This is an optimization exercise on Yosys and OpenROAD, whose aim is small area, a short achievable clock period and few clock cycles per item, not a production implementation. In this exercise RTL edits were held to simulation tests only and were not proved equivalent to the original.

### design/flow/config.mk
export PLATFORM = sky130hd
export DESIGN_NAME = matrixMultiplier
export DESIGN_NICKNAME = matrixMultiplier
export VERILOG_FILES = /design/flow/design.v
export SDC_FILE = /design/flow/constraint.sdc
export NUM_CORES = 4
export LEC_CHECK = 0
export ABC_CLOCK_PERIOD_IN_PS = 3000
export CAP_MARGIN = 20
export CORE_MARGIN = 2
export CORE_UTILIZATION = 40
export CTS_BUF_LIST = sky130_fd_sc_hd__clkbuf_16
export CTS_CLUSTER_DIAMETER = 100
export CTS_CLUSTER_SIZE = 30
export SLEW_MARGIN = 20
### design/flow/constraint.sdc
create_clock -name core_clock -period 10.0 [get_ports {clk}]
set_input_delay 2.0000 -clock core_clock [delete_from_list [all_inputs] [get_ports {clk}]]
set_output_delay 2.0000 -clock core_clock [all_outputs]
set_load 0.01 [all_outputs]
### design/flow/design.v
module matrixMultiplier(input st, rst, clk, input [7:0] data_in, output done, output [7:0] dataout);
  reg run, wt, done_r;
  reg [3:0] u;             
  reg [2:0] ph;            
  wire start = wt & ~st;
  always @(posedge clk or posedge rst)
    if (rst) begin run <= 1'b0; wt <= 1'b0; done_r <= 1'b0; end
    else begin
      wt <= wt ? st : (~run & st);
      run <= start | (run & ~((u == 4'd15) & ph[0]));    
      done_r <= run & (u == 4'd5) & ph[2];               
    end
  assign done = done_r;
  always @(posedge clk) begin
    u <= start ? 4'd0 : u + {3'd0, ph[2]};
    ph <= start ? 3'b001 : {ph[1:0], ph[2]};    
  end
  reg [7:0] ra0,ra1,ra2,ra3,ra4,ra5,ra6,ra7,ra8;
  reg [7:0] rb0,rb1,rb2,rb3,rb4,rb5,rb6,rb7,rb8;
  wire lda = (u < 4'd3);                 
  wire ldb = (u >= 4'd3) & (u < 4'd6);   
  always @(posedge clk) begin
    ra0 <= lda ? data_in : ra8;
    {ra8,ra7,ra6,ra5,ra4,ra3,ra2,ra1} <= {ra7,ra6,ra5,ra4,ra3,ra2,ra1,ra0};
    rb0 <= ldb ? data_in : rb8;
    {rb8,rb7,rb6,rb5,rb4,rb3,rb2,rb1} <= {rb7,rb6,rb5,rb4,rb3,rb2,rb1,rb0};
  end
  reg [2:0] sa;
  reg [4:0] sb;
  wire ke = ph[1];
  always @(posedge clk) begin
    if (start) begin sa <= 3'd2; sb <= 5'd4; end
    else begin
      if (ke & ~sb[2]) sa <= {sa[1:0], sa[2]};
      sb <= ke ? {sb[1], sb[0], sb[2], 2'b00} : {1'b0, sb[4:1]};
    end
  end
  reg [7:0] ar, br;
  always @(posedge clk) begin
    ar <= ({8{sa[0]}} & ra1) | ({8{sa[1]}} & ra4) | ({8{sa[2]}} & ra7);
    br <= ({8{sb[0]}} & rb0) | ({8{sb[1]}} & rb2) | ({8{sb[2]}} & rb4) | ({8{sb[3]}} & rb6) | ({8{sb[4]}} & rb8);
  end
  wire pp0_0 = ar[0] & br[0];
  wire pp0_1 = ar[1] & br[0];
  wire pp0_2 = ar[2] & br[0];
  wire pp0_3 = ar[3] & br[0];
  wire pp0_4 = ar[4] & br[0];
  wire pp0_5 = ar[5] & br[0];
  wire pp0_6 = ar[6] & br[0];
  wire pp0_7 = ar[7] & br[0];
  wire pp1_0 = ar[0] & br[1];
  wire pp1_1 = ar[1] & br[1];
  wire pp1_2 = ar[2] & br[1];
  wire pp1_3 = ar[3] & br[1];
  wire pp1_4 = ar[4] & br[1];
  wire pp1_5 = ar[5] & br[1];
  wire pp1_6 = ar[6] & br[1];
  wire pp1_7 = ar[7] & br[1];
  wire pp2_0 = ar[0] & br[2];
  wire pp2_1 = ar[1] & br[2];
  wire pp2_2 = ar[2] & br[2];
  wire pp2_3 = ar[3] & br[2];
  wire pp2_4 = ar[4] & br[2];
  wire pp2_5 = ar[5] & br[2];
  wire pp2_6 = ar[6] & br[2];
  wire pp2_7 = ar[7] & br[2];
  wire pp3_0 = ar[0] & br[3];
  wire pp3_1 = ar[1] & br[3];
  wire pp3_2 = ar[2] & br[3];
  wire pp3_3 = ar[3] & br[3];
  wire pp3_4 = ar[4] & br[3];
  wire pp3_5 = ar[5] & br[3];
  wire pp3_6 = ar[6] & br[3];
  wire pp3_7 = ar[7] & br[3];
  wire pp4_0 = ar[0] & br[4];
  wire pp4_1 = ar[1] & br[4];
  wire pp4_2 = ar[2] & br[4];
  wire pp4_3 = ar[3] & br[4];
  wire pp4_4 = ar[4] & br[4];
  wire pp4_5 = ar[5] & br[4];
  wire pp4_6 = ar[6] & br[4];
  wire pp4_7 = ar[7] & br[4];
  wire pp5_0 = ar[0] & br[5];
  wire pp5_1 = ar[1] & br[5];
  wire pp5_2 = ar[2] & br[5];
  wire pp5_3 = ar[3] & br[5];
  wire pp5_4 = ar[4] & br[5];
  wire pp5_5 = ar[5] & br[5];
  wire pp5_6 = ar[6] & br[5];
  wire pp5_7 = ar[7] & br[5];
  wire pp6_0 = ar[0] & br[6];
  wire pp6_1 = ar[1] & br[6];
  wire pp6_2 = ar[2] & br[6];
  wire pp6_3 = ar[3] & br[6];
  wire pp6_4 = ar[4] & br[6];
  wire pp6_5 = ar[5] & br[6];
  wire pp6_6 = ar[6] & br[6];
  wire pp6_7 = ar[7] & br[6];
  wire pp7_0 = ar[0] & br[7];
  wire pp7_1 = ar[1] & br[7];
  wire pp7_2 = ar[2] & br[7];
  wire pp7_3 = ar[3] & br[7];
  wire pp7_4 = ar[4] & br[7];
  wire pp7_5 = ar[5] & br[7];
  wire pp7_6 = ar[6] & br[7];
  wire pp7_7 = ar[7] & br[7];
  wire n1 = pp0_6 ^ pp1_5;
  wire n2 = pp0_6 & pp1_5;
  wire n3 = pp0_7 ^ pp1_6 ^ pp2_5;
  wire n4 = (pp0_7 & pp1_6) | (pp0_7 & pp2_5) | (pp1_6 & pp2_5);
  wire n5 = pp3_4 ^ pp4_3;
  wire n6 = pp3_4 & pp4_3;
  wire n7 = pp1_7 ^ pp2_6 ^ pp3_5;
  wire n8 = (pp1_7 & pp2_6) | (pp1_7 & pp3_5) | (pp2_6 & pp3_5);
  wire n9 = pp4_4 ^ pp5_3;
  wire n10 = pp4_4 & pp5_3;
  wire n11 = pp2_7 ^ pp3_6 ^ pp4_5;
  wire n12 = (pp2_7 & pp3_6) | (pp2_7 & pp4_5) | (pp3_6 & pp4_5);
  wire n13 = pp0_4 ^ pp1_3;
  wire n14 = pp0_4 & pp1_3;
  wire n15 = pp0_5 ^ pp1_4 ^ pp2_3;
  wire n16 = (pp0_5 & pp1_4) | (pp0_5 & pp2_3) | (pp1_4 & pp2_3);
  wire n17 = pp3_2 ^ pp4_1;
  wire n18 = pp3_2 & pp4_1;
  wire n19 = pp2_4 ^ pp3_3 ^ pp4_2;
  wire n20 = (pp2_4 & pp3_3) | (pp2_4 & pp4_2) | (pp3_3 & pp4_2);
  wire n21 = pp5_1 ^ pp6_0 ^ n1;
  wire n22 = (pp5_1 & pp6_0) | (pp5_1 & n1) | (pp6_0 & n1);
  wire n23 = pp5_2 ^ pp6_1 ^ pp7_0;
  wire n24 = (pp5_2 & pp6_1) | (pp5_2 & pp7_0) | (pp6_1 & pp7_0);
  wire n25 = n2 ^ n3 ^ n5;
  wire n26 = (n2 & n3) | (n2 & n5) | (n3 & n5);
  wire n27 = pp6_2 ^ pp7_1 ^ n4;
  wire n28 = (pp6_2 & pp7_1) | (pp6_2 & n4) | (pp7_1 & n4);
  wire n29 = n6 ^ n7 ^ n9;
  wire n30 = (n6 & n7) | (n6 & n9) | (n7 & n9);
  wire n31 = pp5_4 ^ pp6_3 ^ pp7_2;
  wire n32 = (pp5_4 & pp6_3) | (pp5_4 & pp7_2) | (pp6_3 & pp7_2);
  wire n33 = n8 ^ n10 ^ n11;
  wire n34 = (n8 & n10) | (n8 & n11) | (n10 & n11);
  wire n35 = pp3_7 ^ pp4_6 ^ pp5_5;
  wire n36 = (pp3_7 & pp4_6) | (pp3_7 & pp5_5) | (pp4_6 & pp5_5);
  wire n37 = pp6_4 ^ pp7_3 ^ n12;
  wire n38 = (pp6_4 & pp7_3) | (pp6_4 & n12) | (pp7_3 & n12);
  wire n39 = pp4_7 ^ pp5_6 ^ pp6_5;
  wire n40 = (pp4_7 & pp5_6) | (pp4_7 & pp6_5) | (pp5_6 & pp6_5);
  wire n41 = pp0_3 ^ pp1_2;
  wire n42 = pp0_3 & pp1_2;
  wire n43 = pp2_2 ^ pp3_1 ^ pp4_0;
  wire n44 = (pp2_2 & pp3_1) | (pp2_2 & pp4_0) | (pp3_1 & pp4_0);
  wire n45 = pp5_0 ^ n14 ^ n15;
  wire n46 = (pp5_0 & n14) | (pp5_0 & n15) | (n14 & n15);
  wire n47 = n16 ^ n18 ^ n19;
  wire n48 = (n16 & n18) | (n16 & n19) | (n18 & n19);
  wire n49 = n20 ^ n22 ^ n23;
  wire n50 = (n20 & n22) | (n20 & n23) | (n22 & n23);
  wire n51 = n24 ^ n26 ^ n27;
  wire n52 = (n24 & n26) | (n24 & n27) | (n26 & n27);
  wire n53 = n28 ^ n30 ^ n31;
  wire n54 = (n28 & n30) | (n28 & n31) | (n30 & n31);
  wire n55 = n32 ^ n34 ^ n35;
  wire n56 = (n32 & n34) | (n32 & n35) | (n34 & n35);
  wire n57 = pp7_4 ^ n36 ^ n38;
  wire n58 = (pp7_4 & n36) | (pp7_4 & n38) | (n36 & n38);
  wire n59 = pp5_7 ^ pp6_6 ^ pp7_5;
  wire n60 = (pp5_7 & pp6_6) | (pp5_7 & pp7_5) | (pp6_6 & pp7_5);
  wire n61 = pp0_2 ^ pp1_1;
  wire n62 = pp0_2 & pp1_1;
  wire n63 = pp2_1 ^ pp3_0 ^ n41;
  wire n64 = (pp2_1 & pp3_0) | (pp2_1 & n41) | (pp3_0 & n41);
  wire n65 = n13 ^ n42 ^ n43;
  wire n66 = (n13 & n42) | (n13 & n43) | (n42 & n43);
  wire n67 = n17 ^ n44 ^ n45;
  wire n68 = (n17 & n44) | (n17 & n45) | (n44 & n45);
  wire n69 = n21 ^ n46 ^ n47;
  wire n70 = (n21 & n46) | (n21 & n47) | (n46 & n47);
  wire n71 = n25 ^ n48 ^ n49;
  wire n72 = (n25 & n48) | (n25 & n49) | (n48 & n49);
  wire n73 = n29 ^ n50 ^ n51;
  wire n74 = (n29 & n50) | (n29 & n51) | (n50 & n51);
  wire n75 = n33 ^ n52 ^ n53;
  wire n76 = (n33 & n52) | (n33 & n53) | (n52 & n53);
  wire n77 = n37 ^ n54 ^ n55;
  wire n78 = (n37 & n54) | (n37 & n55) | (n54 & n55);
  wire n79 = n39 ^ n56 ^ n57;
  wire n80 = (n39 & n56) | (n39 & n57) | (n56 & n57);
  wire n81 = n40 ^ n58 ^ n59;
  wire n82 = (n40 & n58) | (n40 & n59) | (n58 & n59);
  wire n83 = pp6_7 ^ pp7_6 ^ n60;
  wire n84 = (pp6_7 & pp7_6) | (pp6_7 & n60) | (pp7_6 & n60);
  reg [14:0] cs0;
  reg [13:0] cs1;
  always @(posedge clk) begin
    cs0 <= {pp7_7, n82, n80, n78, n76, n74, n72, n70, n68, n66, n64, n62, pp2_0, pp0_1, pp0_0};
    cs1 <= {n84, n83, n81, n79, n77, n75, n73, n71, n69, n67, n65, n63, n61, pp1_0};
  end
  wire [15:0] x0 = {1'b0, cs0[14], cs0[13], cs0[12], cs0[11], cs0[10], cs0[9], cs0[8], cs0[7], cs0[6], cs0[5], cs0[4], cs0[3], cs0[2], cs0[1], cs0[0]};
  wire [15:0] x1 = {1'b0, cs1[13], cs1[12], cs1[11], cs1[10], cs1[9], cs1[8], cs1[7], cs1[6], cs1[5], cs1[4], cs1[3], cs1[2], cs1[1], cs1[0], 1'b0};
  reg [16:0] acc;
  reg [7:0] lo, mid;       
  reg [1:0] hi;
  wire last = ph[0];       
  wire [17:0] sum;
  wire s0 = acc[0] ^ x0[0] ^ x1[0];
  wire c0 = (acc[0] & x0[0]) | (acc[0] & x1[0]) | (x0[0] & x1[0]);
  wire s1 = acc[1] ^ x0[1] ^ x1[1];
  wire c1 = (acc[1] & x0[1]) | (acc[1] & x1[1]) | (x0[1] & x1[1]);
  wire s2 = acc[2] ^ x0[2] ^ x1[2];
  wire c2 = (acc[2] & x0[2]) | (acc[2] & x1[2]) | (x0[2] & x1[2]);
  wire s3 = acc[3] ^ x0[3] ^ x1[3];
  wire c3 = (acc[3] & x0[3]) | (acc[3] & x1[3]) | (x0[3] & x1[3]);
  wire s4 = acc[4] ^ x0[4] ^ x1[4];
  wire c4 = (acc[4] & x0[4]) | (acc[4] & x1[4]) | (x0[4] & x1[4]);
  wire s5 = acc[5] ^ x0[5] ^ x1[5];
  wire c5 = (acc[5] & x0[5]) | (acc[5] & x1[5]) | (x0[5] & x1[5]);
  wire s6 = acc[6] ^ x0[6] ^ x1[6];
  wire c6 = (acc[6] & x0[6]) | (acc[6] & x1[6]) | (x0[6] & x1[6]);
  wire s7 = acc[7] ^ x0[7] ^ x1[7];
  wire c7 = (acc[7] & x0[7]) | (acc[7] & x1[7]) | (x0[7] & x1[7]);
  wire s8 = acc[8] ^ x0[8] ^ x1[8];
  wire c8 = (acc[8] & x0[8]) | (acc[8] & x1[8]) | (x0[8] & x1[8]);
  wire s9 = acc[9] ^ x0[9] ^ x1[9];
  wire c9 = (acc[9] & x0[9]) | (acc[9] & x1[9]) | (x0[9] & x1[9]);
  wire s10 = acc[10] ^ x0[10] ^ x1[10];
  wire c10 = (acc[10] & x0[10]) | (acc[10] & x1[10]) | (x0[10] & x1[10]);
  wire s11 = acc[11] ^ x0[11] ^ x1[11];
  wire c11 = (acc[11] & x0[11]) | (acc[11] & x1[11]) | (x0[11] & x1[11]);
  wire s12 = acc[12] ^ x0[12] ^ x1[12];
  wire c12 = (acc[12] & x0[12]) | (acc[12] & x1[12]) | (x0[12] & x1[12]);
  wire s13 = acc[13] ^ x0[13] ^ x1[13];
  wire c13 = (acc[13] & x0[13]) | (acc[13] & x1[13]) | (x0[13] & x1[13]);
  wire s14 = acc[14] ^ x0[14] ^ x1[14];
  wire c14 = (acc[14] & x0[14]) | (acc[14] & x1[14]) | (x0[14] & x1[14]);
  wire s15 = acc[15] ^ x0[15] ^ x1[15];
  wire c15 = (acc[15] & x0[15]) | (acc[15] & x1[15]) | (x0[15] & x1[15]);
  wire kg0_0 = s0 & 1'b0;
  wire kp0_0 = s0 ^ 1'b0;
  wire kg1_0 = s1 & c0;
  wire kp1_0 = s1 ^ c0;
  wire kg2_0 = s2 & c1;
  wire kp2_0 = s2 ^ c1;
  wire kg3_0 = s3 & c2;
  wire kp3_0 = s3 ^ c2;
  wire kg4_0 = s4 & c3;
  wire kp4_0 = s4 ^ c3;
  wire kg5_0 = s5 & c4;
  wire kp5_0 = s5 ^ c4;
  wire kg6_0 = s6 & c5;
  wire kp6_0 = s6 ^ c5;
  wire kg7_0 = s7 & c6;
  wire kp7_0 = s7 ^ c6;
  wire kg8_0 = s8 & c7;
  wire kp8_0 = s8 ^ c7;
  wire kg9_0 = s9 & c8;
  wire kp9_0 = s9 ^ c8;
  wire kg10_0 = s10 & c9;
  wire kp10_0 = s10 ^ c9;
  wire kg11_0 = s11 & c10;
  wire kp11_0 = s11 ^ c10;
  wire kg12_0 = s12 & c11;
  wire kp12_0 = s12 ^ c11;
  wire kg13_0 = s13 & c12;
  wire kp13_0 = s13 ^ c12;
  wire kg14_0 = s14 & c13;
  wire kp14_0 = s14 ^ c13;
  wire kg15_0 = s15 & c14;
  wire kp15_0 = s15 ^ c14;
  wire kg16_0 = acc[16] & c15;
  wire kp16_0 = acc[16] ^ c15;
  wire kg17_0 = 1'b0 & 1'b0;
  wire kp17_0 = 1'b0 ^ 1'b0;
  wire kG1_1 = kg1_0 | (kp1_0 & kg0_0);
  wire kP1_1 = kp1_0 & kp0_0;
  wire kG3_2 = kg3_0 | (kp3_0 & kg2_0);
  wire kP3_2 = kp3_0 & kp2_0;
  wire kG5_3 = kg5_0 | (kp5_0 & kg4_0);
  wire kP5_3 = kp5_0 & kp4_0;
  wire kG7_4 = kg7_0 | (kp7_0 & kg6_0);
  wire kP7_4 = kp7_0 & kp6_0;
  wire kG9_5 = kg9_0 | (kp9_0 & kg8_0);
  wire kP9_5 = kp9_0 & kp8_0;
  wire kG11_6 = kg11_0 | (kp11_0 & kg10_0);
  wire kP11_6 = kp11_0 & kp10_0;
  wire kG13_7 = kg13_0 | (kp13_0 & kg12_0);
  wire kP13_7 = kp13_0 & kp12_0;
  wire kG15_8 = kg15_0 | (kp15_0 & kg14_0);
  wire kP15_8 = kp15_0 & kp14_0;
  wire kG17_9 = kg17_0 | (kp17_0 & kg16_0);
  wire kP17_9 = kp17_0 & kp16_0;
  wire kG3_10 = kG3_2 | (kP3_2 & kG1_1);
  wire kP3_10 = kP3_2 & kP1_1;
  wire kG7_11 = kG7_4 | (kP7_4 & kG5_3);
  wire kP7_11 = kP7_4 & kP5_3;
  wire kG11_12 = kG11_6 | (kP11_6 & kG9_5);
  wire kP11_12 = kP11_6 & kP9_5;
  wire kG15_13 = kG15_8 | (kP15_8 & kG13_7);
  wire kP15_13 = kP15_8 & kP13_7;
  wire kG7_14 = kG7_11 | (kP7_11 & kG3_10);
  wire kP7_14 = kP7_11 & kP3_10;
  wire kG15_15 = kG15_13 | (kP15_13 & kG11_12);
  wire kP15_15 = kP15_13 & kP11_12;
  wire kG15_16 = kG15_15 | (kP15_15 & kG7_14);
  wire kP15_16 = kP15_15 & kP7_14;
  wire kG11_17 = kG11_12 | (kP11_12 & kG7_14);
  wire kP11_17 = kP11_12 & kP7_14;
  wire kG5_18 = kG5_3 | (kP5_3 & kG3_10);
  wire kP5_18 = kP5_3 & kP3_10;
  wire kG9_19 = kG9_5 | (kP9_5 & kG7_14);
  wire kP9_19 = kP9_5 & kP7_14;
  wire kG13_20 = kG13_7 | (kP13_7 & kG11_17);
  wire kP13_20 = kP13_7 & kP11_17;
  wire kG17_21 = kG17_9 | (kP17_9 & kG15_16);
  wire kP17_21 = kP17_9 & kP15_16;
  wire kG2_22 = kg2_0 | (kp2_0 & kG1_1);
  wire kP2_22 = kp2_0 & kP1_1;
  wire kG4_23 = kg4_0 | (kp4_0 & kG3_10);
  wire kP4_23 = kp4_0 & kP3_10;
  wire kG6_24 = kg6_0 | (kp6_0 & kG5_18);
  wire kP6_24 = kp6_0 & kP5_18;
  wire kG8_25 = kg8_0 | (kp8_0 & kG7_14);
  wire kP8_25 = kp8_0 & kP7_14;
  wire kG10_26 = kg10_0 | (kp10_0 & kG9_19);
  wire kP10_26 = kp10_0 & kP9_19;
  wire kG12_27 = kg12_0 | (kp12_0 & kG11_17);
  wire kP12_27 = kp12_0 & kP11_17;
  wire kG14_28 = kg14_0 | (kp14_0 & kG13_20);
  wire kP14_28 = kp14_0 & kP13_20;
  wire kG16_29 = kg16_0 | (kp16_0 & kG15_16);
  wire kP16_29 = kp16_0 & kP15_16;
  assign sum[0] = kp0_0;
  assign sum[1] = kp1_0 ^ kg0_0;
  assign sum[2] = kp2_0 ^ kG1_1;
  assign sum[3] = kp3_0 ^ kG2_22;
  assign sum[4] = kp4_0 ^ kG3_10;
  assign sum[5] = kp5_0 ^ kG4_23;
  assign sum[6] = kp6_0 ^ kG5_18;
  assign sum[7] = kp7_0 ^ kG6_24;
  assign sum[8] = kp8_0 ^ kG7_14;
  assign sum[9] = kp9_0 ^ kG8_25;
  assign sum[10] = kp10_0 ^ kG9_19;
  assign sum[11] = kp11_0 ^ kG10_26;
  assign sum[12] = kp12_0 ^ kG11_17;
  assign sum[13] = kp13_0 ^ kG12_27;
  assign sum[14] = kp14_0 ^ kG13_20;
  assign sum[15] = kp15_0 ^ kG14_28;
  assign sum[16] = kp16_0 ^ kG15_16;
  assign sum[17] = kp17_0 ^ kG16_29;
  always @(posedge clk) begin
    acc <= last ? 17'd0 : sum[16:0];
    lo <= last ? sum[7:0] : mid;
    mid <= last ? sum[15:8] : {6'd0, hi};
    hi <= sum[17:16];
  end
  assign dataout = lo;
endmodule
### design/flow/flow/run.sh
#!/bin/bash
# Own layout flow: the standard ORFS flow (standard.sh, unchanged synthesis),
# with the port buffers made of sky130_fd_sc_hd__buf_2 instead of the default
# delay-cell buffers and a larger setup-repair margin.  Every make step writes
# its own log under orfs/logs/; make's own output goes to standard.log.
set -euo pipefail
export BUFFER_PORTS_ARGS="-buffer_cell sky130_fd_sc_hd__buf_2"
export SETUP_SLACK_MARGIN=7.0
bash standard.sh > standard.log 2>&1
### design/flow/standard.sh
#!/bin/bash
# synth_recipe.tcl (not shown) runs the flow's synth.tcl, then flattens the netlist and writes it again
# the make line also repeats each setting of config.mk as NAME=value (left out here)
make -C /OpenROAD-flow-scripts/flow DESIGN_CONFIG=/design/flow/config.mk WORK_HOME=/design/flow/orfs CLKGATE_MAP_FILE= SYNTH_SCRIPT=/design/flow/synth_recipe.tcl "${@:-finish}"
==> out/metrics.yaml, run 1 <==
finalCriticalPeriod_ps: 2983
mostFrequentLayoutCell: "dfxtp_1"
finalHoldViolations: 0
status: "complete, no violations"
clock.fmax_ghz: 0.3352
die_h_um: 146.2
synth_fp_nets: 712
timing.final.crit_share_pct: 29.83
place_area_mm2: 0.008482
wire_per_inst_um: 14.72
criticalPathCategory: "register to output port"
synth_cells: 619
top_layer: "met4"
synthesis.area_mm2: 0.008088
seq_area_frac_synth_pct: 60.09
dp_hpwl_mm: 9.773
slew_headroom_pct: 55.30
critPathBufInv: 1
grt_usage_pct: 13.04
ys_warn_count: 1
design.portCount: 20
worst_pin_slew_ps: 668.3
top_regs: "acc x17, cs0 x15, cs1 x14"
num_antenna_cells: 0
vias: 4211
cts_tree: "yes"
critPathLaunchType: "register"
regMostFlops: "acc"
antenna_found_initial: 0
totalNegativeSetupSlack_ps: 0
crit_slowest_cell: "dfrtp_1"
wl_met1_mm: 6.426
clk_pin_slew_worst_paths_ps: 110
layout.nets: 734
grt_pass1_wl_mm: 22.63
cp.required_ps: 8000
cap_violations: 0
ctsRootBufferMaster: "clkbuf_16"
rows: 52
ant_nets: 0
place_congestion: 0.8088
most-common-layout-cells: "dfxtp_1 (239), inv_1 (60), and2_1 (60)"
clock-sinks: 242
cp-end-kind: "output port"
synth_cell_types: 35
core_mm2: 0.02004
slew_viol_final: 0
syn_to_final_growth_pct: 9.406
grt_pass1_vias: 4428
finalSetupViolCount: 0
hold_class: "register to register"
insertion_delay_ps: 480
arrival_ps: 980
postCtsSetupBuffers: 0
grt_overflow: 0
routed_wl_mm: 13.44
num-fill-cells: 1871
drtIter0Drc: 230
die_x_um: 146.2
port_buffers: 19
routed_via_density: 4.612
syn_area_per_cell_um2: 13.07
met3_length_um: 479
grt_start_max_net_pins: 38
htree_levels: 1
largest_register_ffs: 17
ys_ff_latch: 242
cts_buffers: 12
max_stage_delay_ps: 380
drc: 0
dr.pass1.iters: 5
dieArea_mm2: 0.02137
wl_met2_mm: 6.264
start_util_pct: 40.36
critPathMaxFanout: 1
skew_ps: 26.28
layout-drive-gt1-share_pct: 9.642
rsz0062_at_grt: "yes"
clk_path_buf_depth: 3
crit_family: "flip-flops"
fin_area_mm2: 0.008848
critical_path.cell_chain: "buf_2"
==> through the flow <==
stage / worst slack [ps] / instances / hold slack (ps) / util (%)
detailed placement: 6996 / 897 / 312.1 / 42.33
floorplan: 7287 / 619 / 309.6 / -
global placement: 7070 / 897 / 310.1 / 42.33
finish: 7017 / 913 / 301.5 / 44.16
CTS: 6996 / 913 / 304.3 / 44.13
global route: 6975 / 913 / 314.7 / 44.16
==> routing by layer <==
metal	vias to the layer above	global-route usage, %
li1	2028	-
met1	2086	18.07
met2	79	21.49
met3	18	2.188
met4	0	3.204
met5	-	0
==> path summary, 6_finish.rpt <==
path,start,end,slack [ps],cells past startpoint
max reg2reg,cs0[7]$_DFF_P_,mid[5]$_SDFF_PN0_,7180,11
min,rb1[2]$_DFF_P_,rb2[2]$_DFF_P_,300,0
max,done_r$_DFF_PP0_,done,7020,1
min in group asynchronous,rst,done_r$_DFF_PP0_,1370,2
min reg2reg,rb1[2]$_DFF_P_,rb2[2]$_DFF_P_,300,0
max in group asynchronous,rst,wt$_DFF_PP0_,8510,2
==> worst register-to-register path, delay by kind of cell (launching register included) <==
family | cells | cell delay [ps]
adders and majority gates | 3 | 1280
AOI/OAI and AO/OA | 3 | 610
DFF | 1 | 320
buffers and inverters | 3 | 190
xor gates and xnor gates | 1 | 170
and+or+nand+nor | 1 | 150
==> timing repair <==
item,4_1_cts,5_1_grt
setup endpoints to repair,3,7
resized for setup,1,1
pin swaps,0,1
hold buffers,0,0
==> kinds of logic after synthesis <==
family | count (synthesis) | share of synthesized area [%]
xor+xnor | 9 | 0.9747
simple gates | 136 | 9.050
buf+inv | 71 | 3.311
fa+ha+maj | 82 | 17.88
flops | 242 | 60.09
compound gates | 53 | 5.136
mux | 26 | 3.558
==> synthesized netlist by cell type <==
| master | number | area, um^2 |
|---|---|---|
| dfxtp_1 | 239 | 4785 |
| and2_1 | 60 | 375.4 |
| inv_1 | 59 | 221.5 |
| fa_1 | 56 | 1121 |
| nand2_1 | 30 | 112.6 |
| ha_1 | 26 | 325.3 |
| mux2_2 | 22 | 247.7 |
| nor2_1 | 21 | 78.83 |
| a222oi_1 | 16 | 160.2 |
| nor2b_1 | 14 | 87.58 |
| clkbuf_1 | 11 | 41.29 |
| a21oi_1 | 10 | 50.05 |
| a22oi_1 | 9 | 67.56 |
| xnor2_1 | 6 | 52.55 |
| o21ai_0 | 5 | 25.02 |
| mux2i_1 | 4 | 40.04 |
| dfrtp_1 | 3 | 75.07 |
| o211ai_1 | 3 | 22.52 |
| xor2_1 | 3 | 26.28 |
| a211oi_1 | 2 | 15.01 |
| a21o_1 | 2 | 15.01 |
| nand2b_1 | 2 | 12.51 |
| nand3_1 | 2 | 10.01 |
| nor3b_1 | 2 | 15.01 |
| o21a_1 | 2 | 15.01 |
| a211oi_4 | 1 | 20.02 |
| a21boi_0 | 1 | 7.510 |
| a41oi_1 | 1 | 8.760 |
| and3_1 | 1 | 6.260 |
| buf_2 | 1 | 5.000 |
| nand2b_2 | 1 | 8.760 |
| nand4b_1 | 1 | 8.760 |
| nor2_4 | 1 | 11.26 |
| nor3_1 | 1 | 5.000 |
| o21a_2 | 1 | 8.760 |
==> final cells by class <==
class / instances / area [um^2] / area share (%)
flip-flops and latches: 242 / 4860 / 54.92
clock inverters: 4 / 53.80 / 0.6080
inverters: 59 / 221.5 / 2.503
clock buffers: 12 / 300.3 / 3.394
well taps: 270 / 337.8 / 3.818
repair buffers: 20 / 102.6 / 1.159
multi-input cells: 306 / 2973 / 33.60
Testbench counts, summed over its fixed seeds: cycles 7,680, items 160.
==> run 2, diff against run 1 <==
==> design/flow/flow/run.sh (replaced) <==
#!/bin/bash
# Own layout flow: the standard ORFS flow (standard.sh, unchanged synthesis),
# with the port buffers made of sky130_fd_sc_hd__buf_2 instead of the default
# delay-cell buffers, a larger setup-repair margin and clock-tree options of our
# own.  Every make step writes its own log under orfs/logs/; make's own output
# goes to standard.log.
set -euo pipefail
export BUFFER_PORTS_ARGS="-buffer_cell sky130_fd_sc_hd__buf_2"
export SETUP_SLACK_MARGIN=7.0
export CTS_ARGS="-sink_clustering_enable -repair_clock_nets -sink_clustering_size 30 -sink_clustering_max_diameter 100 -buf_list sky130_fd_sc_hd__clkbuf_16 -dont_use_dummy_load"
bash standard.sh > standard.log 2>&1
==> design/flow/config.mk (replaced) <==
export PLATFORM = sky130hd
export DESIGN_NAME = matrixMultiplier
export DESIGN_NICKNAME = matrixMultiplier
export VERILOG_FILES = /design/flow/design.v
export SDC_FILE = /design/flow/constraint.sdc
export NUM_CORES = 4
export LEC_CHECK = 0
export ABC_AREA = 1
export ABC_CLOCK_PERIOD_IN_PS = 3000
export CAP_MARGIN = 20
export CORE_MARGIN = 2
export CORE_UTILIZATION = 40
export SLEW_MARGIN = 20
==> out/metrics.yaml, run 2 <==
status: "complete, no violations"
criticalPathCategory: "register to output port"
yosys.area.top_type_share_pct: 57.59  # -1.6 points
timing.final.crit_share_pct: 29.57  # -0.26 points
most-common-layout-cells: "dfxtp_1 (239), nand2_1 (176), inv_1 (124)"
cap_violations: 0  # unchanged
ys_top_cells_by_area: "dfxtp_1 (58%), fa_1 (13%), nand2_1 (8.0%)"
rr_endpoint: "acc[15]$_SDFF_PP0_"
start_util_pct: 40.93  # +0.57 points
clock.fmax_ghz: 0.3382  # +0.87%
finalHoldViolations: 0  # unchanged
startpoint: "done_r$_DFF_PP0_"
dp_hpwl_mm: 9.519  # -2.6%
drc: 0  # unchanged
cp.required_ps: 8000  # about the same
grt_overflow: 0  # unchanged
finalCriticalPeriod_ps: 2957  # -25.65 ps
dieArea_mm2: 0.02194  # +2.6%
syn_area_per_cell_um2: 10.56  # -19%
synth_cells: 787  # +27%
crit_slowest_cell: "dfrtp_1"
netlist_top_cells_count: "dfxtp_1 (239), nand2_1 (177), inv_1 (124)"
skew_ps: 49.53  # +23.24 ps
critPathLaunchType: "register"
synthesis.area_mm2: 0.008308  # +2.7%
place_area_mm2: 0.008612  # +1.5%
mostFrequentLayoutCell: "dfxtp_1"
slew_viol_final: 0  # unchanged
rows: 52  # unchanged
cp-end-kind: "output port"
routed_via_density: 4.213  # -8.7%
r2r_start: "cs0[7]$_DFF_P_"
layout.nets: 883  # +20%
synth_fp_nets: 880  # +24%
critPathMaxFanout: 1  # unchanged
insertion_delay_ps: 470  # about the same
worstSetupPathDepth: 1  # unchanged
ys_warn_count: 1  # unchanged
max_stage_delay_ps: 370  # about the same
fin_util_pct: 43.95  # -0.20 points
grt_usage_pct: 12.58  # -0.46 points
finalSetupViolCount: 0  # unchanged
cts_tree: "yes"
synth_edf_count: 0  # unchanged
slew_headroom_pct: 47.39  # -7.9 points
synth_cell_types: 37  # +5.7%
totalNegativeSetupSlack_ps: 0  # unchanged
place_congestion: 0.7705  # -4.7%
ys_ff_latch: 242  # unchanged
wire_per_inst_um: 12.30  # -16%
core_mm2: 0.02030  # +1.3%
clk_pin_slew_worst_paths_ps: 110  # about the same
grt_pass1_wl_mm: 22.35  # -1.2%
top_regs: "acc x17, cs0 x15, cs1 x14"
htree_levels: 1  # unchanged
design.portCount: 20  # unchanged
clock-sinks: 242  # unchanged
ctsRootBufferMaster: "clkbuf_16"
seq_area_frac_synth_pct: 58.49  # -1.6 points
dr.pass1.iters: 6  # +1
layout-drive-gt1-share_pct: 7.614  # -2.0 points
whs_ps: 268.8  # -32.69 ps
arrival_ps: 960  # -20 ps
port_buffers: 19  # unchanged
synth_most_common_cell: "dfxtp_1"
drtIter0Drc: 111  # -52%
die_x_um: 148.1  # +1.3%
synth.largest_area_cell: "dfxtp_1"
cts_buffers: 12  # unchanged
crit_family: "flip-flops"
async_flop_share_pct: 1.240  # unchanged
critical_path.cell_chain: "buf_2"
rsz0062_at_grt: "no"
grt_pass1_vias: 4472  # +0.99%
vias: 4457  # +5.8%
routed_wl_mm: 13.02  # -3.1%
regMostFlops: "acc"
reg2reg_slack_ps: 7270  # +90 ps
ctsHoldBuffers: 0  # unchanged
largest_register_ffs: 17  # unchanged
critPathBufInv: 1  # unchanged
fin_area_mm2: 0.008922  # +0.83%
ys.flop_type: "dfxtp_1"
num_antenna_cells: 0  # unchanged
cp-endpoint: "done"
worst_pin_slew_ps: 788.1  # +119.8 ps
reg2regPathDepth: 15  # +4
die_h_um: 148.1  # +1.3%
clk_path_buf_depth: 3  # unchanged
min-delay-start: "ra6[6]$_DFF_P_"
hold_class: "register to register"
grt_start_max_net_pins: 31  # -18%
syn_to_final_growth_pct: 7.395
ant_nets: 0  # unchanged
antenna_found_initial: 0  # unchanged
run 2: cell types whose count changed after synthesis, sizes merged, moves of 14 or more:
| cell | before | now |
|---|---|---|
| inv | 59 | 136 |
| nor2 | 22 | 39 |
| nor2b | 14 | 0 |
| a222oi | 16 | 0 |
| o21ai | 5 | 30 |
| mux2 | 22 | 0 |
| nand2 | 30 | 180 |
| and2 | 60 | 0 |
run 2: area by class of cell:
| type | count | area [um^2] |
|---|---|---|
| fill | 1964 | 11380 |
| sequential | 242 | 4860 |
| multi-input combinational | 378 | 2815 |
| inverter | 137 | 514.2 |
| tap | 270 | 337.8 |
| clock buffer | 12 | 300.3 |
| timing repair buffer | 19 | 95.09 |
run 2: worst min-delay path by stage:
| stage | end | slack [ps] | cells past startpoint |
|---|---|---|---|
| after global routing | ra7[6]$_DFF_P_ | 270 | 0 |
| after CTS | ra7[6]$_DFF_P_ | 280 | 0 |
| after detailed placement | rb4[5]$_DFF_P_ | 310 | 0 |
| final | ra7[6]$_DFF_P_ | 270 | 0 |
| after global placement | rb4[5]$_DFF_P_ | 310 | 0 |
| after floorplan | ra1[0]$_DFF_P_ | 310 | 0 |
run 2: through the flow:
stage | cells | worst slack (ps)
after floorplan | 787 | 7384
after global placement | 1046 | 7264
after detailed placement | 1046 | 7246
after CTS | 1058 | 7021
after global routing | 1058 | 7006
final | 1058 | 7043
run 2: repair_timing:
item,in CTS,in global routing
setup endpoints to repair,0,2
resized for setup,0,2
buffers inserted,0,0
endpoints found under the hold margin,0,0
run 2: metal layers:
| layer | GRT usage, % | part of all wire (%) | up-vias |
|---|---|---|---|
| met4 | 2.857 | 1.8 | 0 |
| met1 | 19.06 | 54 | 2069 |
| li1 | - | - | 2324 |
| met3 | 1.810 | 2.9 | 19 |
| met5 | 0 | 0 | - |
| met2 | 19.17 | 42 | 45 |
run 2: logic make-up (layout without fill, tap and decap cells):
family | Yosys count | in the layout | share of synthesized area [%]
adders and majority gates | 82 | 82 | 17.41
and+or+nand+nor | 237 | 237 | 11.51
AOI/OAI and AO/OA | 51 | 51 | 4.006
xor gates and xnor gates | 8 | 8 | 0.8434
buffers and inverters | 167 | 168 | 7.741
DFF | 242 | 242 | 58.49
==> run 3, diff against run 2 <==
--- a/design/flow/config.mk
+++ b/design/flow/config.mk
@@ -5,7 +5,6 @@
 export SDC_FILE = /design/flow/constraint.sdc
 export NUM_CORES = 4
 export LEC_CHECK = 0
-export ABC_AREA = 1
 export ABC_CLOCK_PERIOD_IN_PS = 3000
 export CAP_MARGIN = 20
 export CORE_MARGIN = 2
==> out/metrics.yaml, run 3 <==
design.portCount: 20  # unchanged
dr.pass1.iters: 5  # -1
num-fill-cells: 1873  # -4.6%
seq_area_frac_synth_pct: 60.09  # +1.6 points
critPathBufInv: 1  # unchanged
ys_ff_latch: 242  # unchanged
regMostFlops: "acc"
cts_tree: "yes"
met2_usage_pct: 21.18  # +2.0 points
htree_levels: 1  # unchanged
synth_cell_types: 35  # -5.4%
num_antenna_cells: 0  # unchanged
drtIter0Drc: 252  # +130%
core_mm2: 0.02004  # -1.3%
grt.met1_usage_pct: 18.05  # -1.0 points
vias: 4186  # -6.1%
min_path_cells: 0  # unchanged
critPathMaxFanout: 1  # unchanged
critical_path.cell_chain: "buf_2"
routed_wl_mm: 13.33  # +2.4%
port_buffers: 19  # unchanged
synth_fp_nets: 712  # -19%
place_congestion: 0.8088  # +5.0%
critPathLaunchType: "register"
grt_pass1_vias: 4401  # -1.6%
synth_edf_count: 0  # unchanged
async_flop_share_pct: 1.240  # unchanged
most-common-layout-cells: "dfxtp_1 (239), and2_1 (60), inv_1 (59)"
clk_pin_slew_worst_paths_ps: 100  # about the same
clk_path_buf_depth: 3  # unchanged
r2r_start: "cs0[7]$_DFF_P_"
grt_pass1_wl_mm: 22.46  # +0.49%
dp_hpwl_mm: 9.773  # +2.7%
clock-sinks: 242  # unchanged
totalNegativeSetupSlack_ps: 0  # unchanged
start_util_pct: 40.36  # -0.57 points
reg2reg_slack_ps: 7180  # -90 ps
cap_violations: 0  # unchanged
status: "complete, no violations"
timing.final.crit_share_pct: 29.54  # about the same
die_h_um: 146.2  # -1.3%
largest_register_ffs: 17  # unchanged
min-delay-start: "rb1[2]$_DFF_P_"
grt_overflow: 0  # unchanged
rsz0062_at_grt: "yes"
syn_area_per_cell_um2: 13.07  # +24%
hold_class: "register to register"
place_area_mm2: 0.008482  # -1.5%
clock.fmax_ghz: 0.3385  # about the same
worst_pin_slew_ps: 668.1  # -119.9 ps
yosys.area.top_type_share_pct: 59.16  # +1.6 points
drc: 0  # unchanged
grt_start_max_net_pins: 38  # +23%
cp.required_ps: 8000  # about the same
cp-end-kind: "output port"
synth_most_common_cell: "dfxtp_1"
insertion_delay_ps: 480  # about the same
syn_to_final_growth_pct: 8.741
ant_nets: 0  # unchanged
antenna_found_initial: 0  # unchanged
ys.flop_type: "dfxtp_1"
finalSetupViolCount: 0  # unchanged
use_met3_pct: 2.250  # +0.44 points
layout-drive-gt1-share_pct: 9.390  # +1.8 points
rows: 52  # unchanged
reg2regPathDepth: 11  # -4
mostFrequentLayoutCell: "dfxtp_1"
ctsRootBufferMaster: "clkbuf_16"
finalCriticalPeriod_ps: 2954  # -2.800 ps
min_to: "rb2[2]$_DFF_P_"
top_usage_layer: "met2"
arrival_ps: 950  # about the same
top_regs: "acc x17, cs0 x15, cs1 x14"
layout.nets: 734  # -17%
skew_ps: 57.89  # +8.367 ps
die_x_um: 146.2  # -1.3%
cts_buffers: 12  # unchanged
ctsHoldBuffers: 0  # unchanged
synth_cells: 619  # -21%
grt_usage_pct: 12.94  # +0.36 points
wire_per_inst_um: 14.66  # +19%
routed_via_density: 4.605  # +9.3%
netlist_top_cells_count: "dfxtp_1 (239), and2_1 (60), inv_1 (59)"
ys_warn_count: 1  # unchanged
synthesis.area_mm2: 0.008088  # -2.7%
criticalPathCategory: "register to output port"
slew_headroom_pct: 55.31  # +7.9 points
dieArea_mm2: 0.02137  # -2.6%
rr_endpoint: "mid[5]$_SDFF_PN0_"
finalHoldViolations: 0  # unchanged
slew_viol_final: 0  # unchanged
fin_area_mm2: 0.008795  # -1.4%
crit_slowest_cell: "dfrtp_1"
crit_family: "flip-flops"
ys_top_cells_by_area: "dfxtp_1 (59%), fa_1 (14%), and2_1 (4.6%)"
max_stage_delay_ps: 370  # about the same
synth.largest_area_cell: "dfxtp_1"
-- run 3: metrics by stage --
step | hold WS (ps) | instances | worst slack (ps) | utilization (%)
CTS | 256.4 | 909 | 7023 | 43.86
floorplan | 309.6 | 619 | 7287 | -
global placement | 310.1 | 897 | 7070 | 42.33
detailed placement | 312.1 | 897 | 6996 | 42.33
finish | 257.4 | 909 | 7046 | 43.89
global route | 264.8 | 909 | 7000 | 43.89
-- run 3: metal layers --
metal  vias up  share of wire (%)
met5         -                  0
met4         0                1.9
met3        17                3.3
met2        67                 46
met1      2077                 48
li1       2025                  -
-- run 3: cell type report --
class,count,area (um^2),share of cell area (%)
repair buffers,20,102.6,1.167
flip-flops and latches,242,4860,55.26
clock buffers,12,300.3,3.414
well taps,270,337.8,3.841
multi-input cells,306,2973,33.80
inverters,59,221.5,2.518
-- run 3: cell families (layout without fill, tap and decap cells) --
| logic type | count (synthesis) | count (layout) | share of synthesized area, % |
|---|---|---|---|
| fa+ha+maj | 82 | 82 | 17.88 |
| mux | 26 | 26 | 3.558 |
| compound gates | 53 | 53 | 5.136 |
| xor+xnor | 9 | 9 | 0.9747 |
| buf+inv | 71 | 91 | 3.311 |
| simple gates | 136 | 136 | 9.050 |
| flops | 242 | 242 | 60.09 |
-- run 3: worst max path at each step --
stage / from / slack, ps / depth (start not counted) / end
2_1_floorplan: cs0[7]$_DFF_P_ / 7290 / 11 / mid[5]$_SDFF_PN0_
3_3_place_gp: cs0[7]$_DFF_P_ / 7070 / 11 / mid[5]$_SDFF_PN0_
3_5_place_dp: cs0[7]$_DFF_P_ / 7000 / 11 / acc[15]$_SDFF_PP0_
4_1_cts: done_r$_DFF_PP0_ / 7020 / 1 / done
5_1_grt: done_r$_DFF_PP0_ / 7000 / 1 / done
6_report: done_r$_DFF_PP0_ / 7050 / 1 / done
-- run 3: repair_timing --
action	in CTS	in global routing
gates cloned	0	0
hold endpoints to repair	0	0
setup buffers	0	0
pin swaps	0	1
endpoints found under the setup margin	3	7
gates resized for setup	1	1
==> run 4, diff against run 3 <==
--- a/design/flow/config.mk
+++ b/design/flow/config.mk
@@ -5,7 +5,7 @@
 export SDC_FILE = /design/flow/constraint.sdc
 export NUM_CORES = 4
 export LEC_CHECK = 0
-export ABC_CLOCK_PERIOD_IN_PS = 3000
+export ABC_CLOCK_PERIOD_IN_PS = 2000
 export CAP_MARGIN = 20
 export CORE_MARGIN = 2
 export CORE_UTILIZATION = 40
==> out/metrics.yaml, run 4 <==
cap_violations: 0  # unchanged
fin_util_pct: 43.89  # unchanged
grt_pass1_vias: 4401  # unchanged
antenna_found_initial: 0  # unchanged
dr.pass1.iters: 5  # unchanged
reg2regPathDepth: 11  # unchanged
start_util_pct: 40.36  # unchanged
critPathBufInv: 1  # unchanged
slew_viol_final: 0  # unchanged
die_h_um: 146.2  # unchanged
regMostFlops: "acc"
wire_per_inst_um: 14.66  # unchanged
r2r_start: "cs0[7]$_DFF_P_"
cp.required_ps: 8000  # about the same
design.portCount: 20  # unchanged
clk_pin_slew_worst_paths_ps: 100  # about the same
core_mm2: 0.02004  # unchanged
largest_register_ffs: 17  # unchanged
die_x_um: 146.2  # unchanged
rr_endpoint: "mid[5]$_SDFF_PN0_"
min_path_cells: 0  # unchanged
hold_class: "register to register"
ant_nets: 0  # unchanged
syn_area_per_cell_um2: 13.07  # unchanged
clock-sinks: 242  # unchanged
top_regs: "acc x17, cs0 x15, cs1 x14"
criticalPathCategory: "register to output port"
totalNegativeSetupSlack_ps: 0  # unchanged
timing.final.crit_share_pct: 29.54  # unchanged
arrival_ps: 950  # about the same
netlist_top_cells_count: "dfxtp_1 (239), and2_1 (60), inv_1 (59)"
dp_hpwl_mm: 9.773  # unchanged
slew_headroom_pct: 55.31  # unchanged
synth_edf_count: 0  # unchanged
port_buffers: 19  # unchanged
worst_pin_slew_ps: 668.1  # unchanged
async_flop_share_pct: 1.240  # unchanged
seq_area_frac_synth_pct: 60.09  # unchanged
yosys.area.top_type_share_pct: 59.16  # unchanged
insertion_delay_ps: 480  # about the same
finalHoldViolations: 0  # unchanged
reg2reg_slack_ps: 7180  # about the same
drc: 0  # unchanged
ctsRootBufferMaster: "clkbuf_16"
grt_usage_pct: 12.94  # unchanged
rows: 52  # unchanged
finalSetupViolCount: 0  # unchanged
ys_top_cells_by_area: "dfxtp_1 (59%), fa_1 (14%), and2_1 (4.6%)"
synthesis.area_mm2: 0.008088  # unchanged
crit_family: "flip-flops"
rsz0062_at_grt: "yes"
synth.largest_area_cell: "dfxtp_1"
skew_ps: 57.89  # unchanged
clk_path_buf_depth: 3  # unchanged
ctsHoldBuffers: 0  # unchanged
min_to: "rb2[2]$_DFF_P_"
vias: 4186  # unchanged
num_antenna_cells: 0  # unchanged
htree_levels: 1  # unchanged
grt_start_max_net_pins: 38  # unchanged
place_congestion: 0.8088  # unchanged
layout.nets: 734  # unchanged
grt_overflow: 0  # unchanged
critical_path.cell_chain: "buf_2"
dieArea_mm2: 0.02137  # unchanged
grt_pass1_wl_mm: 22.46  # unchanged
syn_to_final_growth_pct: 8.741  # unchanged
synth_most_common_cell: "dfxtp_1"
ys_ff_latch: 242  # unchanged
status: "complete, no violations"
synth_fp_nets: 712  # unchanged
mostFrequentLayoutCell: "dfxtp_1"
most-common-layout-cells: "dfxtp_1 (239), and2_1 (60), inv_1 (59)"
synth_cell_types: 35  # unchanged
cp-end-kind: "output port"
drtIter0Drc: 252  # unchanged
critPathMaxFanout: 1  # unchanged
finalCriticalPeriod_ps: 2954  # unchanged
ys.flop_type: "dfxtp_1"
clock.fmax_ghz: 0.3385  # unchanged
critPathLaunchType: "register"
routed_wl_mm: 13.33  # unchanged
max_stage_delay_ps: 370  # about the same
routed_via_density: 4.605  # unchanged
synth_cells: 619  # unchanged
min-delay-start: "rb1[2]$_DFF_P_"
cts_tree: "yes"
cts_buffers: 12  # unchanged
crit_slowest_cell: "dfrtp_1"
layout-drive-gt1-share_pct: 9.390  # unchanged
ys_warn_count: 1  # unchanged
-- run 4: cell counts after synthesis --
Identical to the previous run, type by type.
-- run 4: worst max path at each step --
stage / start / to / slack [ps] / cells after the start
finish: done_r$_DFF_PP0_ / done / 7050 / 1
detailed placement: cs0[7]$_DFF_P_ / acc[15]$_SDFF_PP0_ / 7000 / 11
global placement: cs0[7]$_DFF_P_ / mid[5]$_SDFF_PN0_ / 7070 / 11
global route: done_r$_DFF_PP0_ / done / 7000 / 1
floorplan: cs0[7]$_DFF_P_ / mid[5]$_SDFF_PN0_ / 7290 / 11
CTS: done_r$_DFF_PP0_ / done / 7020 / 1
-- run 4: final cells by class --
class | count | area, um^2
fillers | 1873 | 11240
flip-flops and latches | 242 | 4860
multi-input cells | 306 | 2973
well taps | 270 | 337.8
clock buffers | 12 | 300.3
inverters | 59 | 221.5
repair buffers | 20 | 102.6
-- run 4: logic make-up (layout without fill, tap and decap cells) --
| logic type | after synthesis | after routing | synth area share [%] |
|---|---|---|---|
| simple gates | 136 | 136 | 9.050 |
| xor+xnor | 9 | 9 | 0.9747 |
| flops | 242 | 242 | 60.09 |
| mux | 26 | 26 | 3.558 |
| fa+ha+maj | 82 | 82 | 17.88 |
| compound gates | 53 | 53 | 5.136 |
| buf+inv | 71 | 91 | 3.311 |
-- run 4: routing by layer --
| metal | wire length, um | track usage [%] | vias up |
|---|---|---|---|
| met5 | 0 | 0 | - |
| met4 | 259 | 3.058 | 0 |
| met3 | 439 | 2.250 | 17 |
| met2 | 6167 | 21.18 | 67 |
| met1 | 6463 | 18.05 | 2077 |
| li1 | - | - | 2025 |
-- run 4: per-stage QoR --
stage	std cells	area, um^2	hold WS [ps]	setup WS, ps
detailed placement	897	8482	312.1	6996
finish	909	8795	257.4	7046
global route	909	8795	264.8	7000
global placement	897	8482	310.1	7070
CTS	909	8790	256.4	7023
floorplan	619	8088	309.6	7287
-- run 4: what timing repair did --
action                     in CTS  in global routing
gates resized for setup         1                  1
buffers inserted                0                  0
pin swaps                       0                  1
setup endpoints to repair       3                  7
==> run 5, diff against run 4 <==
--- a/design/flow/flow/run.sh
+++ b/design/flow/flow/run.sh
@@ -6,6 +6,6 @@
 # goes to standard.log.
 set -euo pipefail
 export BUFFER_PORTS_ARGS="-buffer_cell sky130_fd_sc_hd__buf_2"
-export SETUP_SLACK_MARGIN=7.0
+export SETUP_SLACK_MARGIN=6.85
 export CTS_ARGS="-sink_clustering_enable -repair_clock_nets -sink_clustering_size 30 -sink_clustering_max_diameter 100 -buf_list sky130_fd_sc_hd__clkbuf_16 -dont_use_dummy_load"
 bash standard.sh > standard.log 2>&1
--- a/design/flow/config.mk
+++ b/design/flow/config.mk
@@ -5,7 +5,7 @@
 export SDC_FILE = /design/flow/constraint.sdc
 export NUM_CORES = 4
 export LEC_CHECK = 0
-export ABC_CLOCK_PERIOD_IN_PS = 2000
+export ABC_CLOCK_PERIOD_IN_PS = 3000
 export CAP_MARGIN = 20
 export CORE_MARGIN = 2
 export CORE_UTILIZATION = 40
==> out/metrics.yaml, run 5 <==
multi_input_area_mm2: 0.002968  # -0.17%
place_congestion: 0.8088  # unchanged
htree_levels: 1  # unchanged
critPathMaxFanout: 1  # unchanged
dp_hpwl_mm: 9.773  # unchanged
num_antenna_cells: 0  # unchanged
layout.nets: 734  # unchanged
synth_most_common_cell: "dfxtp_1"
clock.fmax_ghz: 0.3383  # about the same
drc: 0  # unchanged
critPathLaunchType: "register"
synth_fp_nets: 712  # unchanged
totalNegativeSetupSlack_ps: 0  # unchanged
synth_cell_types: 35  # unchanged
design.portCount: 20  # unchanged
cap_violations: 0  # unchanged
place_ws_ps: 6996  # unchanged
die_h_um: 146.2  # unchanged
drtIter0Drc: 252  # unchanged
clk_path_buf_depth: 3  # unchanged
use_met3_pct: 2.250  # unchanged
netlist_top_cells_count: "dfxtp_1 (239), and2_1 (60), inv_1 (59)"
place_inst: 897  # unchanged
grt_usage_pct: 12.93  # about the same
critical_path.cell_chain: "buf_2"
dieArea_mm2: 0.02137  # unchanged
ant_nets: 0  # unchanged
start_util_pct: 40.36  # unchanged
seqCellArea_mm2: 0.004860  # unchanged
syn_area_per_cell_um2: 13.07  # unchanged
timing.final.crit_share_pct: 29.56  # about the same
synth.largest_area_cell: "dfxtp_1"
wire_per_inst_um: 14.65  # about the same
place_area_mm2: 0.008482  # unchanged
clock-sinks: 242  # unchanged
ctsRootBufferMaster: "clkbuf_16"
core_mm2: 0.02004  # unchanged
rsz0062_at_grt: "no"
largest_register_ffs: 17  # unchanged
finalSetupViolCount: 0  # unchanged
regMostFlops: "acc"
synth_edf_count: 0  # unchanged
grt_overflow: 0  # unchanged
insertion_delay_ps: 480  # about the same
crit_family: "flip-flops"
grt.met1_usage_pct: 18.03  # -0.020 points
fin_area_mm2: 0.008790  # about the same
fin_util_pct: 43.86  # about the same
layout-drive-gt1-share_pct: 9.233  # -0.16 points
cp-end-kind: "output port"
instances_no_fill: 909  # unchanged
hold_class: "register to register"
postCtsSetupBuffers: 0  # unchanged
async_flop_share_pct: 1.240  # unchanged
rows: 52  # unchanged
crit_slowest_cell: "dfrtp_1"
cts_buffers: 12  # unchanged
max_stage_delay_ps: 370  # about the same
vias: 4191  # +0.12%
criticalPathCategory: "register to output port"
antenna_found_initial: 0  # unchanged
top_usage_layer: "met2"
slew_headroom_pct: 55.20  # -0.11 points
fin_ws_ps: 7044  # -1.530 ps
slew_viol_final: 0  # unchanged
critPathBufInv: 1  # unchanged
yosys.area.top_type_share_pct: 59.16  # unchanged
grt_start_max_net_pins: 38  # unchanged
finalCriticalPeriod_ps: 2956  # +1.530 ps
syn_to_final_growth_pct: 8.679  # about the same
die_x_um: 146.2  # unchanged
routed_wl_mm: 13.32  # about the same
synth_cells: 619  # unchanged
met2_usage_pct: 21.18  # unchanged
num-fill-cells: 1873  # unchanged
status: "complete, no violations"
cp.required_ps: 8000  # about the same
ys_top_cells_by_area: "dfxtp_1 (59%), fa_1 (14%), and2_1 (4.6%)"
port_buffers: 19  # unchanged
most-common-layout-cells: "dfxtp_1 (239), and2_1 (60), inv_1 (59)"
mostFrequentLayoutCell: "dfxtp_1"
grt_pass1_vias: 4403  # +0.045%
dr.pass1.iters: 5  # unchanged
seq_area_frac_synth_pct: 60.09  # unchanged
arrival_ps: 960  # about the same
skew_ps: 57.93  # +0.03880 ps
ys_ff_latch: 242  # unchanged
top_regs: "acc x17, cs0 x15, cs1 x14"
routed_via_density: 4.611  # +0.12%
cts_tree: "yes"
finalHoldViolations: 0  # unchanged
ys_warn_count: 1  # unchanged
synthesis.area_mm2: 0.008088  # unchanged
worst_pin_slew_ps: 669.8  # +1.647 ps
grt_pass1_wl_mm: 22.45  # about the same
ys.flop_type: "dfxtp_1"
clk_pin_slew_worst_paths_ps: 100  # about the same
[run 5: cell count changes in the layout (fill, tap and decap cells not counted)]
cell / change
a211oi_1: +1
a211oi_2: -1
[run 5: cells by family (layout without fill, tap and decap cells)]
kind of cell             Yosys count  count (layout)  share of synthesized area (%)
AND/OR/NAND/NOR                  136             136                          9.050
flip-flops                       242             242                          60.09
XOR/XNOR                           9               9                         0.9747
adder cells (fa/ha/maj)           82              82                          17.88
buffers and inverters             71              91                          3.311
multiplexers                      26              26                          3.558
AO/OA/AOI/OAI                     53              53                          5.136
[run 5: worst paths after layout]
path | startpoint | endpoint | slack, ps | cells after the start
setup reg to reg | cs0[2]$_DFF_P_ | mid[5]$_SDFF_PN0_ | 7120 | 9
hold / removal | rb1[2]$_DFF_P_ | rb2[2]$_DFF_P_ | 260 | 0
min in group asynchronous | rst | done_r$_DFF_PP0_ | 1390 | 2
setup / recovery | done_r$_DFF_PP0_ | done | 7040 | 1
max in group asynchronous | rst | wt$_DFF_PP0_ | 8480 | 2
hold reg to reg | rb1[2]$_DFF_P_ | rb2[2]$_DFF_P_ | 260 | 0
[run 5: metrics by stage]
stage	hold WS (ps)
after floorplan	309.6
after global placement	310.1
after detailed placement	312.1
after CTS	256.4
after global routing	264.8
final	257.2
[run 5: layer usage]
metal / wire, um / up-vias
met2: 6166 / 70
met1: 6427 / 2079
li1: - / 2025
met3: 467 / 17
met5: 0 / -
met4: 260 / 0
[run 5: final cells by class]
| class | count | area share (%) |
|---|---|---|
| Clock buffer | 12 | 3.416 |
| Inverter | 59 | 2.520 |
| Multi-Input combinational cell | 306 | 33.77 |
| Sequential cell | 242 | 55.29 |
| Tap cell | 270 | 3.843 |
| Timing Repair Buffer | 20 | 1.167 |
[run 5: what timing repair did]
item                                    in CTS  in global routing
endpoints found under the setup margin       0                  4
hold buffers                                 0                  0
resized for setup                            0                  1
hold endpoints to repair                     0                  0
==> run 6, diff against run 5 <==
--- a/design/flow/flow/run.sh
+++ b/design/flow/flow/run.sh
@@ -6,6 +6,6 @@
 # goes to standard.log.
 set -euo pipefail
 export BUFFER_PORTS_ARGS="-buffer_cell sky130_fd_sc_hd__buf_2"
-export SETUP_SLACK_MARGIN=6.85
-export CTS_ARGS="-sink_clustering_enable -repair_clock_nets -sink_clustering_size 30 -sink_clustering_max_diameter 100 -buf_list sky130_fd_sc_hd__clkbuf_16 -dont_use_dummy_load"
+export SETUP_SLACK_MARGIN=7.0
+export CTS_ARGS="-sink_clustering_enable -repair_clock_nets -sink_clustering_size 30 -sink_clustering_max_diameter 100 -buf_list sky130_fd_sc_hd__clkbuf_16 -dont_use_dummy_load -tree_buf sky130_fd_sc_hd__clkbuf_8"
 bash standard.sh > standard.log 2>&1
==> out/metrics.yaml, run 6 <==
num_antenna_cells: 0  # unchanged
ys_top_cells_by_area: "dfxtp_1 (59%), fa_1 (14%), and2_1 (4.6%)"
synth_fp_nets: 712  # unchanged
routed_wl_mm: 13.33  # about the same
regMostFlops: "acc"
totalNegativeSetupSlack_ps: 0  # unchanged
critical_path.cell_chain: "buf_2"
postCtsSetupBuffers: 0  # unchanged
clk_pin_slew_worst_paths_ps: 100  # about the same
ys_ff_latch: 242  # unchanged
slew_headroom_pct: 55.31  # +0.11 points
die_x_um: 146.2  # unchanged
skew_ps: 57.89  # -0.03880 ps
multi_input_area_mm2: 0.002973  # +0.17%
critPathLaunchType: "register"
layout.nets: 734  # unchanged
cp-endpoint: "done"
largest_register_ffs: 17  # unchanged
hold_class: "register to register"
finalCriticalPeriod_ps: 2954  # -1.530 ps
num-fill-cells: 1873  # unchanged
cp.required_ps: 8000  # about the same
dr.pass1.iters: 5  # unchanged
synth_most_common_cell: "dfxtp_1"
drc: 0  # unchanged
fin_ws_ps: 7046  # +1.530 ps
most-common-layout-cells: "dfxtp_1 (239), and2_1 (60), inv_1 (59)"
port_buffers: 19  # unchanged
mostFrequentLayoutCell: "dfxtp_1"
clock-sinks: 242  # unchanged
core_mm2: 0.02004  # unchanged
wire_per_inst_um: 14.66  # about the same
critPathBufInv: 1  # unchanged
synth_cell_types: 35  # unchanged
cts_tree: "yes"
drtIter0Drc: 252  # unchanged
place_congestion: 0.8088  # unchanged
crit_family: "flip-flops"
vias: 4186  # -0.12%
place_ws_ps: 6996  # unchanged
top_regs: "acc x17, cs0 x15, cs1 x14"
dp_hpwl_mm: 9.773  # unchanged
startpoint: "done_r$_DFF_PP0_"
ys_warn_count: 1  # unchanged
crit_slowest_cell: "dfrtp_1"
max_stage_delay_ps: 370  # about the same
seqCellArea_mm2: 0.004860  # unchanged
min-delay-start: "rb1[2]$_DFF_P_"
clk_path_buf_depth: 3  # unchanged
cts_buffers: 12  # unchanged
yosys.area.top_type_share_pct: 59.16  # unchanged
clock.fmax_ghz: 0.3385  # about the same
die_h_um: 146.2  # unchanged
rows: 52  # unchanged
design.portCount: 20  # unchanged
timing.final.crit_share_pct: 29.54  # about the same
cp-end-kind: "output port"
cap_violations: 0  # unchanged
worst_pin_slew_ps: 668.1  # -1.647 ps
netlist_top_cells_count: "dfxtp_1 (239), and2_1 (60), inv_1 (59)"
arrival_ps: 950  # about the same
htree_levels: 1  # unchanged
rr_endpoint: "mid[5]$_SDFF_PN0_"
finalSetupViolCount: 0  # unchanged
critPathMaxFanout: 1  # unchanged
grt_pass1_vias: 4401  # -0.045%
antenna_found_initial: 0  # unchanged
grt_pass1_wl_mm: 22.46  # about the same
synth.largest_area_cell: "dfxtp_1"
worstSetupPathDepth: 1  # unchanged
finalHoldViolations: 0  # unchanged
ctsRootBufferMaster: "clkbuf_16"
syn_to_final_growth_pct: 8.741  # about the same
synth_edf_count: 0  # unchanged
synthesis.area_mm2: 0.008088  # unchanged
reg2regPathDepth: 11  # +2
insertion_delay_ps: 480  # about the same
grt_overflow: 0  # unchanged
ys.flop_type: "dfxtp_1"
slew_viol_final: 0  # unchanged
grt_usage_pct: 12.94  # about the same
start_util_pct: 40.36  # unchanged
ant_nets: 0  # unchanged
whs_ps: 257.4  # +0.1860 ps
syn_area_per_cell_um2: 13.07  # unchanged
routed_via_density: 4.605  # -0.12%
synth_cells: 619  # unchanged
status: "complete, no violations"
async_flop_share_pct: 1.240  # unchanged
criticalPathCategory: "register to output port"
layout-drive-gt1-share_pct: 9.390  # +0.16 points
seq_area_frac_synth_pct: 60.09  # unchanged
reg2reg_slack_ps: 7180  # +60 ps
rsz0062_at_grt: "yes"
r2r_start: "cs0[7]$_DFF_P_"
grt_start_max_net_pins: 38  # unchanged
dieArea_mm2: 0.02137  # unchanged
-- run 6: cell counts after synthesis --
No cell type changed its count.
-- run 6: kinds of logic after synthesis --
logic type | synth area share (%)
XOR/XNOR | 0.9747
AO/OA/AOI/OAI | 5.136
adder cells (fa/ha/maj) | 17.88
buffers and inverters | 3.311
multiplexers | 3.558
flip-flops | 60.09
AND/OR/NAND/NOR | 9.050
-- run 6: final cells by class --
class | count | share of cell area (%)
Sequential cell | 242 | 55.26
Multi-Input combinational cell | 306 | 33.80
Tap cell | 270 | 3.841
Clock buffer | 12 | 3.414
Inverter | 59 | 2.518
Timing Repair Buffer | 20 | 1.167
-- run 6: worst min-delay path by stage --
stage                           to  slack (ps)  cells past startpoint
floorplan           ra1[0]$_DFF_P_         310                      0
global placement    ra6[1]$_DFF_P_         310                      0
detailed placement  ra4[0]$_DFF_P_         310                      0
CTS                 rb2[2]$_DFF_P_         260                      0
global route        rb2[2]$_DFF_P_         260                      0
finish              rb2[2]$_DFF_P_         260                      0
-- run 6: routing by layer --
metal	GRT usage (%)	routed length (um)	vias to the layer above
li1	-	-	2025
met4	3.058	259	0
met5	0	0	-
met2	21.18	6167	67
met3	2.250	439	17
met1	18.05	6463	2077
-- run 6: metrics by stage --
stage	area, um^2	instances	utilization (%)
final	8795	909	43.89
after global routing	8795	909	43.89
after CTS	8790	909	43.86
after detailed placement	8482	897	42.33
after global placement	8482	897	42.33
after floorplan	8088	619	-
-- run 6: timing repair --
item	CTS	global route
resized for setup	1	1
pin swaps	0	1
cloned	0	0
hold buffers	0	0
setup endpoints to repair	3	7

==> separate check: timing with driven ports <==
The flow's constraints put no driver on any port. The routed layouts listed below were extracted and timed again, unchanged, in two steps. Step 1, drivers: a clkbuf_16 drives clk and a buf_2 each remaining input, both assumed. Step 2 moves the port delays by t, midway between the first and last clock arrival at a register: inputs arrive t later, outputs are due t later. That takes back most of the time a late clock gives input paths. Slacks: ideal ports / drivers / drivers and shift; pairs: ideal ports / drivers.
| run | shift t [ns] | setup slack, ns | worst setup path after step 2 | clock arrival spread, ns | pins driven straight from the clock port |
|---|---|---|---|---|---|
| run 1 | 0.504 | 7.017 / 6.978 / 7.130 | input to register | 0.028 / 0.029 | 1 |
| run 2 | 0.484 | 7.043 / 7.003 / 7.272 | input to register | 0.051 / 0.050 | 1 |
| run 3 | 0.487 | 7.046 / 7.006 / 7.136 | input to register | 0.059 / 0.059 | 1 |
| run 4 | 0.487 | 7.046 / 7.006 / 7.136 | input to register | 0.059 / 0.059 | 1 |
| run 5 | 0.488 | 7.044 / 7.005 / 7.124 | register to register | 0.059 / 0.060 | 1 |
| run 6 | 0.487 | 7.046 / 7.006 / 7.136 | input to register | 0.059 / 0.059 | 1 |
After both steps every run listed still meets setup and hold.
